This design comes from an exercise in tuning for small area, a short achievable clock period and few clock cycles per item on the open sky130 flow, not from production work. Only simulation tests tie the RTL to the original design; equivalence was not proved.

// accelerator
module accelerator (
    input  logic clk, rst,
    input  logic signed [31:0] a0,
    input  logic signed [31:0] a1,
    input  logic signed [31:0] a2,
    input  logic signed [31:0] a3,
    input  logic signed [31:0] a4,
    input  logic signed [31:0] a5,
    input  logic signed [31:0] a6,
    input  logic signed [31:0] a7,
    input  logic signed [31:0] b0,
    input  logic signed [31:0] b1,
    input  logic signed [31:0] b2,
    input  logic signed [31:0] b3,
    input  logic signed [31:0] b4,
    input  logic signed [31:0] b5,
    input  logic signed [31:0] b6,
    input  logic signed [31:0] b7,
    input  logic start,
    output logic done,
    output logic signed [63:0] result
);
Size in the first run: roughly 3200 cells after synthesis, ~0.033 mm² of cells after synthesis.
Settings: LEC_CHECK=0, CAP_MARGIN=20, CORE_MARGIN=2, CORE_UTILIZATION=40, SLEW_MARGIN=20; clock period 12.0 ns.
standard.sh (not shown) runs the stock make flow with config.mk's settings and CLKGATE_MAP_FILE= SYNTH_SCRIPT=/design/flow/synth_recipe.tcl, a recipe that flattens the netlist after the stock synthesis.
==> flow/flow/run.sh <==
#!/bin/bash
set -euo pipefail
MARGIN=${MARGIN:-7.5}
R=orfs/results/sky130hd/accelerator/base
bash standard.sh synth > synth.log 2>&1
cp $R/1_2_yosys.v polfix_in.v
python3 flow/polfix.py polfix_in.v $R/1_2_yosys.v > polfix.log 2>&1
bash standard.sh synth > synth2.log 2>&1
bash standard.sh "BUFFER_PORTS_ARGS=-buffer_cell sky130_fd_sc_hd__buf_1" \
    SETUP_SLACK_MARGIN=$MARGIN finish > layout.log 2>&1
Other scripts of this flow, unchanged in this note and not shown: flow/flow/polfix.py
Testbench counts at the start, summed over its fixed seeds: cycles 10,552, items 960.
Rerun with:
==> flow/flow/run.sh (replaced) <==
#!/bin/bash
set -euo pipefail
MARGIN=${MARGIN:-7.7}
R=orfs/results/sky130hd/accelerator/base
bash standard.sh synth > synth.log 2>&1
cp $R/1_2_yosys.v polfix_in.v
python3 flow/polfix.py polfix_in.v $R/1_2_yosys.v > polfix.log 2>&1
bash standard.sh synth > synth2.log 2>&1
bash standard.sh "BUFFER_PORTS_ARGS=-buffer_cell sky130_fd_sc_hd__buf_1" \
    MATCH_CELL_FOOTPRINT=0 SETUP_SLACK_MARGIN=$MARGIN finish > layout.log 2>&1
Effect: The changed run completed without violations; routed wire length came out higher by 7.4%; final cell count goes up by about 2.2%; clock skew shrinks by 0.015 ns; design area increases by about 5%.
Rerun with:
==> flow/flow/run.sh (replaced) <==
#!/bin/bash
set -euo pipefail
MARGIN=${MARGIN:-7.9}
R=orfs/results/sky130hd/accelerator/base
bash standard.sh synth > synth.log 2>&1
cp $R/1_2_yosys.v polfix_in.v
python3 flow/polfix.py polfix_in.v $R/1_2_yosys.v > polfix.log 2>&1
bash standard.sh synth > synth2.log 2>&1
bash standard.sh "BUFFER_PORTS_ARGS=-buffer_cell sky130_fd_sc_hd__buf_1" \
    SETUP_SLACK_MARGIN=$MARGIN finish > layout.log 2>&1
Result: The changed run ran to the end with no violations; utilization is higher by 2.9 points; design area is higher by about 6%.
Rerun with:
==> flow/flow/run.sh (replaced) <==
#!/bin/bash
set -euo pipefail
MARGIN=${MARGIN:-7.7}
R=orfs/results/sky130hd/accelerator/base
bash standard.sh synth > synth.log 2>&1
cp $R/1_2_yosys.v polfix_in.v
python3 flow/polfix.py polfix_in.v $R/1_2_yosys.v > polfix.log 2>&1
bash standard.sh synth > synth2.log 2>&1
bash standard.sh "BUFFER_PORTS_ARGS=-buffer_cell sky130_fd_sc_hd__buf_1" \
    "CTS_BUF_LIST=sky130_fd_sc_hd__clkbuf_8" \
    SETUP_SLACK_MARGIN=$MARGIN finish > layout.log 2>&1
=>
- The changed run finished clean
- routed wire length drops by 5.5%
- first-iteration DRC count came out lower by about 12%
- register-to-register slack got worse by 0.09 ns
- hold slack gets better by 0.015 ns
- sequential share of layout area increases by 0.85 points

== the previous run ==
Another version of the RTL of accelerator (not shown whole).
Size in the first run: roughly 33000 µm² of cells after synthesis.
Design accelerator, start of the top module:
module accelerator (
    input  logic clk, rst,
    input  logic signed [31:0] a0,
    input  logic signed [31:0] a1,
    input  logic signed [31:0] a2,
    input  logic signed [31:0] a3,
    input  logic signed [31:0] a4,
    input  logic signed [31:0] a5,
    input  logic signed [31:0] a6,
    input  logic signed [31:0] a7,
    input  logic signed [31:0] b0,
    input  logic signed [31:0] b1,
    input  logic signed [31:0] b2,
    input  logic signed [31:0] b3,
    input  logic signed [31:0] b4,
    input  logic signed [31:0] b5,
    input  logic signed [31:0] b6,
    input  logic signed [31:0] b7,
    input  logic start,
    output logic done,
    output logic signed [63:0] result
);
export LEC_CHECK = 0
export CAP_MARGIN = 20
export CORE_MARGIN = 2
export CORE_UTILIZATION = 40
export SLEW_MARGIN = 20
create_clock -name core_clock -period 12.0 [get_ports {clk}]
==> flow/flow/run.sh <==
#!/bin/bash
set -euo pipefail
MARGIN=${MARGIN:-7.7}
R=orfs/results/sky130hd/accelerator/base
bash standard.sh synth > synth.log 2>&1
cp $R/1_2_yosys.v polfix_in.v
python3 flow/polfix.py polfix_in.v $R/1_2_yosys.v > polfix.log 2>&1
bash standard.sh synth > synth2.log 2>&1
bash standard.sh "BUFFER_PORTS_ARGS=-buffer_cell sky130_fd_sc_hd__buf_1" \
    SETUP_SLACK_MARGIN=$MARGIN finish > layout.log 2>&1
Other scripts of this flow, unchanged in this note and not shown: flow/flow/polfix.py
Testbench counts of the previous run, summed over its fixed seeds: cycles 10,552, items 960.
What the current run does differently from the previous run at the input level:
==> flow/flow/run.sh <==
#!/bin/bash
set -euo pipefail
MARGIN=${MARGIN:-7.5}
R=orfs/results/sky130hd/accelerator/base
bash standard.sh synth > synth.log 2>&1
cp $R/1_2_yosys.v polfix_in.v
python3 flow/polfix.py polfix_in.v $R/1_2_yosys.v > polfix.log 2>&1
bash standard.sh synth > synth2.log 2>&1
bash standard.sh "BUFFER_PORTS_ARGS=-buffer_cell sky130_fd_sc_hd__buf_1" \
    "CTS_BUF_LIST=sky130_fd_sc_hd__clkbuf_4 sky130_fd_sc_hd__clkbuf_8" \
    SETUP_SLACK_MARGIN=$MARGIN finish > layout.log 2>&1
Results
The current run vs the previous run on detailed-route via count: the current run is the lower one. Compared with the previous run, the current run shows a lower post-CTS setup repair buffer count. The current run vs the previous run on total met2 wirelength after detailed routing: the current run is the lower one. STATUS clock skew: the current run loses against the previous run. Sort the previous run and the current run by aggregate routed wire length asc -> top: the current run. Looking at layout overhead on the synthesized area, the current run sits below the previous run. From the previous run to the current run the numbers moved as follows: final period utilization went up by 1.2 points, maximum clock frequency lower.

v42:
Starting RTL as in the previous note.
Design accelerator, start of the top module:
module accelerator (
    input  logic clk, rst,
    input  logic signed [31:0] a0,
    input  logic signed [31:0] a1,
    input  logic signed [31:0] a2,
    input  logic signed [31:0] a3,
    input  logic signed [31:0] a4,
    input  logic signed [31:0] a5,
    input  logic signed [31:0] a6,
    input  logic signed [31:0] a7,
    input  logic signed [31:0] b0,
    input  logic signed [31:0] b1,
    input  logic signed [31:0] b2,
    input  logic signed [31:0] b3,
    input  logic signed [31:0] b4,
    input  logic signed [31:0] b5,
    input  logic signed [31:0] b6,
    input  logic signed [31:0] b7,
    input  logic start,
    output logic done,
    output logic signed [63:0] result
);
    logic [3:0] c;
    logic       run, first, done_reg, fin;
    logic       ld;
    assign ld = run ? ~c[3] : start & ~done_reg & ~fin;
    always_ff @(posedge clk, posedge rst) begin
        if (rst) begin
            c        <= 4'd0;
            run      <= 1'b0;
            first    <= 1'b0;
            done_reg <= 1'b0;
            fin      <= 1'b0;
        end else begin
            first <= ~run & ~done_reg & ~fin & start;
            fin   <= 1'b0;
            if (run) begin
                if (c[3]) begin
                    run <= 1'b0;
                    c   <= 4'd0;
                    if (1'b1) fin <= 1'b1; else done_reg <= 1'b1;
                end else begin
                    c <= c + 4'd1;
                end
  ...
Settings: LEC_CHECK=0, ABC_AREA=1, CAP_MARGIN=20, CORE_MARGIN=2, CORE_UTILIZATION=40, SLEW_MARGIN=20; clock period 12.0 ns.
==> flow/flow/run.sh <==
#!/bin/bash
set -euo pipefail
MARGIN=${MARGIN:-7.5}
R=orfs/results/sky130hd/accelerator/base
bash standard.sh synth > synth.log 2>&1
cp $R/1_2_yosys.v polfix_in.v
python3 flow/polfix.py polfix_in.v $R/1_2_yosys.v > polfix.log 2>&1
bash standard.sh synth > synth2.log 2>&1
bash standard.sh "BUFFER_PORTS_ARGS=-buffer_cell sky130_fd_sc_hd__buf_1" \
    SETUP_SLACK_MARGIN=$MARGIN finish > layout.log 2>&1
Other scripts of this flow, unchanged in this note and not shown: flow/flow/polfix.py
Testbench counts of v42, summed over its fixed seeds: cycles 10,552, items 960.
[inputs] v18 vs v42
# v42
export LEC_CHECK = 0
export ABC_AREA = 1
export CAP_MARGIN = 20
export CORE_MARGIN = 2
export CORE_UTILIZATION = 40
export SLEW_MARGIN = 20
create_clock -name core_clock -period 12.0 [get_ports {clk}]
# v18
export LEC_CHECK = 0
export CAP_MARGIN = 20
export CORE_MARGIN = 2
export CORE_UTILIZATION = 40
export SLEW_MARGIN = 20
create_clock -name core_clock -period 12.0 [get_ports {clk}]
-- flow/flow/run.sh --
<<< v42, line 3
MARGIN=${MARGIN:-7.5}
>>> v18, line 3
MARGIN=${MARGIN:-7.0}
Results
From v42 to v18 the numbers moved as follows: detailed-placement wirelength estimate decreased by about 16% relative to the old numbers, initial antenna violation count fell 47, final area has decreased. v42 → v18: routed wire length has decreased, buffering stage count on the worst path with inverters included saw a decrease, routing usage on met1 shows a reduction of 1.8 points, number of core rows higher.
Here is what was changed in the inputs of v6 compared with v18.
-- flow/flow/run.sh --
<<< v18, line 3
MARGIN=${MARGIN:-7.0}
>>> v6, line 3
MARGIN=${MARGIN:-7.7}
<<< v18, line 10
    SETUP_SLACK_MARGIN=$MARGIN finish > layout.log 2>&1
>>> v6, line 10
    TNS_END_PERCENT=20 SETUP_SLACK_MARGIN=$MARGIN finish > layout.log 2>&1
### Flow results
Final worst slack in v6 vs v18: up 0.51 ns. Taking v18 as the reference, in v6 count of buffering cells on the critical path with inverters included went up; final critical-path required period lower; area growth from synthesis to layout now larger; pin slew with the least headroom to its limit decreased by 0.10 ns relative to the old numbers; via count has increased. Utilization v18 -> v6: up. Number of antenna repair diodes, v6 and v18: smaller value in v6. Looking at critical path start-end classification, the in2reg result is from v6; the reg2reg one comes from v18. Compare v6 and v18 | final instance area lower: v18.

## separate check: timing with driven ports
The results above use ideal ports. As a check the final layouts listed here were re-extracted and re-timed, cells and wires unchanged. Step 1 assumes that a clkbuf_16 drives the clock port and a buf_2 every other input. Step 2 adds t to the input delays and takes it off the output delays; t is the mean of the earliest and latest rising clock arrival at the registers after step 1. Input paths then give back, and output paths get back, about the clock's delay inside the block. Three values: ideal, step 1, step 2; two values: the first two.
run	t, ns	setup slack, ns	worst setup path after step 2	latest minus earliest clock arrival (ns)
the first run of note 1	0.645	7.533 / 7.533 / 6.981	input to register	0.049 / 0.049
the second run of note 1	0.652	7.698 / 7.698 / 7.167	input to register	0.032 / 0.032
the third run of note 1	0.661	7.851 / 7.851 / 7.324	input to register	0.064 / 0.064
the fourth run of note 1	0.727	7.764 / 7.764 / 7.105	input to register	0.052 / 0.052
the previous run	0.645	7.655 / 7.655 / 7.222	input to register	0.029 / 0.029
the current run	0.734	7.517 / 7.517 / 6.945	input to register	0.060 / 0.060
v42	0.629	7.536 / 7.502 / 6.872	input to register	0.026 / 0.027
v18	0.645	7.159 / 7.159 / 6.859	input to register	0.037 / 0.037
v6	0.649	7.667 / 7.663 / 7.015	input to register	0.047 / 0.047
After both steps setup and hold are still met in every run listed. For v42, which loses most, drivers alone change the setup slack by -0.034 ns; drivers and shift together by -0.664 ns.
